Source: an optimization exercise on an open RTL-to-GDS flow (aim: small area, a short achievable clock period and few clock cycles per item). Production flows keep margins and buffers that such runs may drop. Only simulation tests tie the RTL to the original design; equivalence was not proved. The clock input has no modelled driver; a real chip could not lean on it and would need a root buffer or a full tree. Power figures rest on the tool's default switching activity, not on a simulated workload.

==> run a: inputs <==
## timing_example
module timing_example #(
    parameter int INPUT_WIDTH   = 32,
    parameter int OUTPUT_WIDTH  = 8,
    parameter int COUNTER_WIDTH = 64,
    parameter int NUM_PIPELINES = 16
) (
    input  logic                                  clk,
    input  logic                                  rst,
    input  logic [               INPUT_WIDTH-1:0] data_in,
    input  logic                                  data_in_valid,
    input  logic [NUM_PIPELINES*OUTPUT_WIDTH-1:0] pipe_in,
    output logic                                  ready,
    output logic [              OUTPUT_WIDTH-1:0] data_out,
    output logic                                  data_out_valid,
    output logic [             COUNTER_WIDTH-1:0] count
);
Settings: LEC_CHECK=0, CAP_MARGIN=20, CORE_MARGIN=2, CORE_UTILIZATION=40, SLEW_MARGIN=20, SYNTH_HIERARCHICAL=1, SYNTH_MINIMUM_KEEP_SIZE=0; clock period 8.0 ns.
standard.sh (not shown) runs the stock make flow with config.mk's settings and CLKGATE_MAP_FILE= SYNTH_SCRIPT=/design/flow/synth_recipe.tcl, a recipe that flattens the netlist after the stock synthesis.
==> flow/flow/run.sh <==
#!/bin/bash
# Standard synthesis, then the standard layout with two changes: ports are
# buffered with buf_1, and clock tree synthesis adds no dummy loads.
set -euo pipefail
bash standard.sh synth > synth.log 2>&1
export BUFFER_PORTS_ARGS="-buffer_cell sky130_fd_sc_hd__buf_1"
export CTS_ARGS="-sink_clustering_enable -repair_clock_nets -dont_use_dummy_load -root_buf sky130_fd_sc_hd__clkbuf_16 -buf_list {sky130_fd_sc_hd__clkbuf_8 sky130_fd_sc_hd__clkbuf_16}"
bash standard.sh > layout.log 2>&1
==> run b (differences from run a) <==
==> flow/flow/run.sh (replaced) <==
#!/bin/bash
# Standard synthesis, then the standard layout with two changes: ports are
# buffered with buf_1, and clock tree synthesis adds no dummy loads.
set -euo pipefail
bash standard.sh synth > synth.log 2>&1
export BUFFER_PORTS_ARGS="-buffer_cell sky130_fd_sc_hd__buf_1"
export CTS_ARGS="-sink_clustering_enable -repair_clock_nets -dont_use_dummy_load -buf_list {sky130_fd_sc_hd__clkbuf_4 sky130_fd_sc_hd__clkbuf_8}"
bash standard.sh > layout.log 2>&1
CORE_UTILIZATION = 75   (was 40)
==> metrics.md <==
| Metric | Value |
|---|---|
| Status | `complete, no violations` |
| Worst Hold Path EP | `x2_r[1]` |
| Root buffer selected by CTS | `sky130_fd_sc_hd__clkbuf_16` |
| Metal2 WL | `about 8000 um` |
| Setup slack of the critical path after layout | `about 5.4 ns` |
| Endpoint of the most critical setup path | `count[19]` |
| Routed wire length per instance | `roughly 14 um` |
(the above is from run a)
==> metrics.md <==
| Metric | Value |
|---|---|
| Root buffer selected by CTS | `sky130_fd_sc_hd__clkbuf_8` |
| Status | `complete, no violations` |
| Worst Hold Path EP | `s2_r[0]` |
| Routed wire length per instance | `18.6 um` |
| Endpoint of the most critical setup path | `count[44]` |
(the above is from run b)
Testbench counts of run a, summed over its fixed seeds: cycles 1,632, items 1,600.
Testbench counts of run b, summed over its fixed seeds: cycles 1,632, items 1,600.

---

==> inputs of wip/garnet <==
timing_example again, from the RTL that the note above started with.
clock: 8.0 ns
lec_check: 0
cap_margin: 20
core_margin: 2
core_utilization: 40
slew_margin: 20
synth_hierarchical: 1
synth_minimum_keep_size: 0
==> flow/flow/run.sh <==
#!/bin/bash
# Standard synthesis, then the standard layout with two changes: ports are
# buffered with buf_1, and clock tree synthesis adds no dummy loads.
set -euo pipefail
bash standard.sh synth > synth.log 2>&1
export BUFFER_PORTS_ARGS="-buffer_cell sky130_fd_sc_hd__buf_1"
export CTS_ARGS="-repair_clock_nets -dont_use_dummy_load -buf_list {sky130_fd_sc_hd__clkbuf_4 sky130_fd_sc_hd__clkbuf_8}"
bash standard.sh > layout.log 2>&1
==> wip/violet (differences from wip/garnet) <==
==> flow/flow/run.sh (replaced) <==
#!/bin/bash
# Standard synthesis, then the standard layout with these changes: input ports
# are buffered with buf_1 and output ports with a buf_2, and clock tree
# synthesis adds no dummy loads.
set -euo pipefail
bash standard.sh synth > synth.log 2>&1
export BUFFER_PORTS_ARGS="-buffer_cell sky130_fd_sc_hd__buf_1"
export OUT_BUF=buf_2
export PRE_RESIZE_TCL=$PWD/flow/outbuf.tcl
export CTS_ARGS="-sink_clustering_enable -repair_clock_nets -dont_use_dummy_load -buf_list {sky130_fd_sc_hd__clkbuf_4 sky130_fd_sc_hd__clkbuf_8}"
bash standard.sh > layout.log 2>&1
==> flow/flow/outbuf.tcl (new file) <==
# Give the buffers that drive output ports a stronger cell than the buf_1
# used for the input ports.
set n 0
foreach port [get_ports -filter "direction == output"] {
  foreach pin [get_pins -of_objects [get_nets -of_objects $port] -filter "direction == output"] {
    set inst [get_cells -of_objects $pin]
    if {[get_property [get_lib_cells -of_objects $inst] name] eq "sky130_fd_sc_hd__buf_1"} {
      replace_cell $inst sky130_fd_sc_hd__$::env(OUT_BUF)
      incr n
    }
  }
}
puts "outbuf.tcl: $n output buffers set to $::env(OUT_BUF)"
==> comparison table <==
                                                              wip/violet  wip/garnet
Outcome                                        aborted with a tool error  no timing/DRC/antenna violations
Failing step                                            placement repair           -
Vert. Die Dim                                                   145.1 µm    145.1 µm
Yosys Warn Count                                                       9           9
Number of port buffers                                               218         218
Count of standard-cell rows                                           51          51
Routability-driven placement congestion ratio                     0.8504      0.8504
Mean cell area of the mapped netlist                           15.00 µm²   15.00 µm²
# IOs                                                                237         237
Post-synthesis cell area                                        7965 µm²    7965 µm²
DIE WIDTH                                                       145.1 µm    145.1 µm
Initial core utilization                                          40.79%      40.79%
Instance count of the mapped netlist                                 531         531
Net count of the mapped netlist                                      868         868
Testbench counts of wip/garnet, summed over its fixed seeds: cycles 1,632, items 1,600.
Testbench counts of wip/violet, summed over its fixed seeds: cycles 1,632, items 1,600.

---

==> 02-12: inputs <==
timing_example again, from the RTL that the note above started with.
## timing_example
module timing_example #(
    parameter int INPUT_WIDTH   = 32,
    parameter int OUTPUT_WIDTH  = 8,
    parameter int COUNTER_WIDTH = 64,
    parameter int NUM_PIPELINES = 16
) (
    input  logic                                  clk,
    input  logic                                  rst,
    input  logic [               INPUT_WIDTH-1:0] data_in,
    input  logic                                  data_in_valid,
    input  logic [NUM_PIPELINES*OUTPUT_WIDTH-1:0] pipe_in,
    output logic                                  ready,
    output logic [              OUTPUT_WIDTH-1:0] data_out,
    output logic                                  data_out_valid,
    output logic [             COUNTER_WIDTH-1:0] count
);
  assign ready = 1'b1;
  logic [3:0] v_r;
  always_ff @(posedge clk or posedge rst) begin
    if (rst) v_r <= '0;
    else v_r <= {v_r[2:0], data_in_valid};
  end
  assign data_out_valid = v_r[3];
  logic [12:0] seg_all1, seg_cin;
  logic [63:0] count_nxt;
  cnt_seg #(.W(5)) u_cnt0 (.q(count[4:0]), .cin(seg_cin[0]), .d(count_nxt[4:0]), .all1(seg_all1[0]));
  cnt_seg #(.W(5)) u_cnt1 (.q(count[9:5]), .cin(seg_cin[1]), .d(count_nxt[9:5]), .all1(seg_all1[1]));
  cnt_seg #(.W(5)) u_cnt2 (.q(count[14:10]), .cin(seg_cin[2]), .d(count_nxt[14:10]), .all1(seg_all1[2]));
  cnt_seg #(.W(5)) u_cnt3 (.q(count[19:15]), .cin(seg_cin[3]), .d(count_nxt[19:15]), .all1(seg_all1[3]));
  cnt_seg #(.W(5)) u_cnt4 (.q(count[24:20]), .cin(seg_cin[4]), .d(count_nxt[24:20]), .all1(seg_all1[4]));
  cnt_seg #(.W(5)) u_cnt5 (.q(count[29:25]), .cin(seg_cin[5]), .d(count_nxt[29:25]), .all1(seg_all1[5]));
  cnt_seg #(.W(5)) u_cnt6 (.q(count[34:30]), .cin(seg_cin[6]), .d(count_nxt[34:30]), .all1(seg_all1[6]));
  cnt_seg #(.W(5)) u_cnt7 (.q(count[39:35]), .cin(seg_cin[7]), .d(count_nxt[39:35]), .all1(seg_all1[7]));
  cnt_seg #(.W(5)) u_cnt8 (.q(count[44:40]), .cin(seg_cin[8]), .d(count_nxt[44:40]), .all1(seg_all1[8]));
  ...
==> flow/config.mk <==
export PLATFORM = sky130hd
export DESIGN_NAME = timing_example
export DESIGN_NICKNAME = timing_example
export VERILOG_FILES = /design/flow/design.v
export SDC_FILE = /design/flow/constraint.sdc
export NUM_CORES = 4
export LEC_CHECK = 0
export CAP_MARGIN = 20
export CORE_MARGIN = 2
export CORE_UTILIZATION = 40
export SLEW_MARGIN = 20
export SYNTH_HIERARCHICAL = 1
export SYNTH_MINIMUM_KEEP_SIZE = 0
==> flow/constraint.sdc <==
create_clock -name core_clock -period 8.0 [get_ports {clk}]
set_input_delay 1.6000 -clock core_clock [delete_from_list [all_inputs] [get_ports {clk}]]
set_output_delay 1.6000 -clock core_clock [all_outputs]
set_load 0.01 [all_outputs]
==> flow/flow/run.sh <==
#!/bin/bash
# Standard synthesis, then the standard layout with these changes: ports are
# buffered with buf_1, and after clock tree synthesis its tree is replaced by a
# balanced two-level tree of clkbuf_16 cells (flow/clktree.tcl).
set -euo pipefail
bash standard.sh synth > synth.log 2>&1
export BUFFER_PORTS_ARGS="-buffer_cell sky130_fd_sc_hd__buf_1"
export CTS_ARGS="-sink_clustering_enable -repair_clock_nets -dont_use_dummy_load -buf_list {sky130_fd_sc_hd__clkbuf_4 sky130_fd_sc_hd__clkbuf_8}"
export CLK_LEAVES=8
export CLK_LEAF_CELL=clkbuf_16
export POST_CTS_TCL=$PWD/flow/clktree.tcl
bash standard.sh > layout.log 2>&1
==> flow/flow/clktree.tcl <==
# Replace the clock tree that clock_tree_synthesis built with a two-level one:
# the clock port drives one root clkbuf_16, which drives CLK_LEAVES leaf buffers,
# each feeding the flip-flops of one region (split at the median x, then at the
# median y within each half). Every flip-flop sees the same two buffers.
set nleaf [expr {[info exists ::env(CLK_LEAVES)] ? $::env(CLK_LEAVES) : 4}]
set block [ord::get_db_block]
set db [ord::get_db]
set master [$db findMaster sky130_fd_sc_hd__clkbuf_16]
set lmaster [$db findMaster sky130_fd_sc_hd__[expr {[info exists ::env(CLK_LEAF_CELL)] ? $::env(CLK_LEAF_CELL) : "clkbuf_16"}]]
set clk [$block findNet clk]

set flops {}
foreach inst [$block getInsts] {
  if {[[$inst getMaster] isSequential]} {
    set it [$inst findITerm CLK]
    lassign [$inst getLocation] x y
    lappend flops [list $inst $it $x $y]
  }
}
# the old tree: every buffer on the clock network
set old_insts {}
set old_nets {}
foreach net [$block getNets] {
  if {[$net getSigType] eq "CLOCK" && [$net getName] ne "clk"} { lappend old_nets $net }
}
foreach inst [$block getInsts] {
  set n [$inst getName]
  if {[string match clkbuf_* $n] || [string match clkload* $n]} { lappend old_insts $inst }
}
foreach f $flops { [lindex $f 1] disconnect }
foreach inst $old_insts { odb::dbInst_destroy $inst }
foreach net $old_nets { if {[$net getName] ne "clk"} { odb::dbNet_destroy $net } }

proc split_groups {items idx} {
  set s [lsort -integer -index $idx $items]
  set h [expr {[llength $s] / 2}]
  return [list [lrange $s 0 [expr {$h - 1}]] [lrange $s $h end]]
}
set groups [list $flops]
set axis 2
while {[llength $groups] < $nleaf} {
  set ng {}
  foreach g $groups { lappend ng {*}[split_groups $g $axis] }
  set groups $ng
  set axis [expr {$axis == 2 ? 3 : 2}]
}

proc centroid {items} {
  set sx 0; set sy 0
  foreach f $items { set sx [expr {$sx + [lindex $f 2]}]; set sy [expr {$sy + [lindex $f 3]}] }
  set n [llength $items]
  return [list [expr {int($sx / $n)}] [expr {int($sy / $n)}]]
}
lassign [centroid $flops] rx ry
set root [odb::dbInst_create $block $master clkroot]
$root setLocation $rx $ry
$root setPlacementStatus PLACED
[$root findITerm A] connect $clk
set rnet [odb::dbNet_create $block clknet_root]
$rnet setSigType CLOCK
[$root findITerm X] connect $rnet
set k 0
foreach g $groups {
  lassign [centroid $g] cx cy
  set leaf [odb::dbInst_create $block $lmaster clkleaf_$k]
  $leaf setLocation $cx $cy
  $leaf setPlacementStatus PLACED
  [$leaf findITerm A] connect $rnet
  set lnet [odb::dbNet_create $block clknet_leaf_$k]
  $lnet setSigType CLOCK
  [$leaf findITerm X] connect $lnet
  foreach f $g { [lindex $f 1] connect $lnet }
  incr k
}
puts "clktree.tcl: [llength $flops] flip-flops on $k leaves; removed [llength $old_insts] buffers"
detailed_placement
check_placement -verbose
estimate_parasitics -placement
report_clock_skew
report_checks -path_delay min -format end
==> inputs of 11-27, as changes to 02-12 <==
==> flow/flow/run.sh (replaced) <==
#!/bin/bash
# Standard synthesis, then the standard layout with these changes: input ports
# are buffered with buf_1 and output ports with a buf_4, and clock tree
# synthesis adds no dummy loads.
set -euo pipefail
bash standard.sh synth > synth.log 2>&1
export BUFFER_PORTS_ARGS="-buffer_cell sky130_fd_sc_hd__buf_1"
export OUT_BUF=buf_4
export PRE_RESIZE_TCL=$PWD/flow/outbuf.tcl
export CTS_ARGS="-sink_clustering_enable -repair_clock_nets -dont_use_dummy_load -buf_list {sky130_fd_sc_hd__clkbuf_4 sky130_fd_sc_hd__clkbuf_8}"
bash standard.sh > layout.log 2>&1
==> flow/flow/outbuf.tcl (new file) <==
# Give the buffers that drive output ports a stronger cell than the buf_1
# used for the input ports.
set n 0
foreach port [get_ports -filter "direction == output"] {
  foreach pin [get_pins -of_objects [get_nets -of_objects $port] -filter "direction == output"] {
    set inst [get_cells -of_objects $pin]
    if {[get_property [get_lib_cells -of_objects $inst] name] eq "sky130_fd_sc_hd__buf_1"} {
      replace_cell $inst sky130_fd_sc_hd__$::env(OUT_BUF)
      incr n
    }
  }
}
puts "outbuf.tcl: $n output buffers set to $::env(OUT_BUF)"
removed: flow/flow/clktree.tcl
==> inputs of 06-13, as changes to 02-12 <==
==> flow/flow/run.sh (replaced) <==
#!/bin/bash
# Standard synthesis, then the standard layout with two changes: ports are
# buffered with buf_1, and clock tree synthesis adds no dummy loads.
set -euo pipefail
bash standard.sh synth > synth.log 2>&1
export BUFFER_PORTS_ARGS="-buffer_cell sky130_fd_sc_hd__buf_1"
export CTS_ARGS="-sink_clustering_enable -repair_clock_nets -dont_use_dummy_load -root_buf sky130_fd_sc_hd__clkbuf_16 -buf_list {sky130_fd_sc_hd__clkbuf_16}"
bash standard.sh > layout.log 2>&1
removed: flow/flow/clktree.tcl
==> notes <==
- 02-12 went through all stages and came out clean. 06-13 went through all stages and came out clean. 11-27 failed in placement repair (3_4_place_resized) with STA-0100.
- Cell count: 02-12 is lower than 06-13 (0.78%).
- Synthesized cell count is the same in 11-27 and 06-13.
- In 06-13 the worst setup slack is worse than in 02-12, by 37 ps.
- Of 02-12 and 06-13, 06-13 has the higher via count (gap about 0.7%, measured against 06-13).
- Against 02-12, the sequential share of layout area of 06-13 is lower by 0.85 points.
- In critical path depth, 06-13 and 02-12 do not differ.
- Cell area: 06-13 is higher than 02-12 (about 2.1%).
- Combinational power is about the same in 06-13 and 02-12.
- Die area is the same in 02-12 and 06-13.
- Of 06-13 and 02-12, 02-12 has the higher fmax (gap 1.4%, measured against 02-12).
Testbench counts of 02-12, summed over its fixed seeds: cycles 1,632, items 1,600.
Testbench counts of 11-27, summed over its fixed seeds: cycles 1,632, items 1,600.
Testbench counts of 06-13, summed over its fixed seeds: cycles 1,632, items 1,600.
The clock cells of 02-12 come from the design's own scripts or RTL, not from TritonCTS.

==> static timing again, ports no longer ideal <==
No port has a modelled driver above. Below, the same layouts with a new extraction and two added sets of constraints. Step 1 (the two cells are an assumption about what drives the block):
set clk [get_ports {clk}]
set_driving_cell -lib_cell sky130_fd_sc_hd__clkbuf_16 $clk
set_driving_cell -lib_cell sky130_fd_sc_hd__buf_2 [delete_from_list [all_inputs] $clk]
Step 2 adds t to the input delays and takes it off the output delays; t is the mean of the earliest and latest rising clock arrival at the registers after step 1. Input paths then give back, and output paths get back, about the clock's delay inside the block. a / b / c = ideal ports / drivers / drivers and shift; a / b = the first two.
run	shift t [ns]	setup slack, ns	hold slack, ns
run a	0.459	5.401 / 5.357 / 5.106	0.330 / 0.330 / 0.330
run b	0.479	5.280 / 5.242 / 5.080	0.337 / 0.337 / 0.337
wip/garnet	0.471	5.364 / 5.324 / 5.104	0.337 / 0.337 / 0.337
02-12	0.411	5.439 / 5.393 / 5.121	0.336 / 0.336 / 0.336
06-13	0.459	5.401 / 5.357 / 5.106	0.330 / 0.330 / 0.330
After both steps every run listed still meets setup and hold. For 02-12, which loses most, drivers alone change the setup slack by -0.046 ns; drivers and shift together by -0.318 ns.
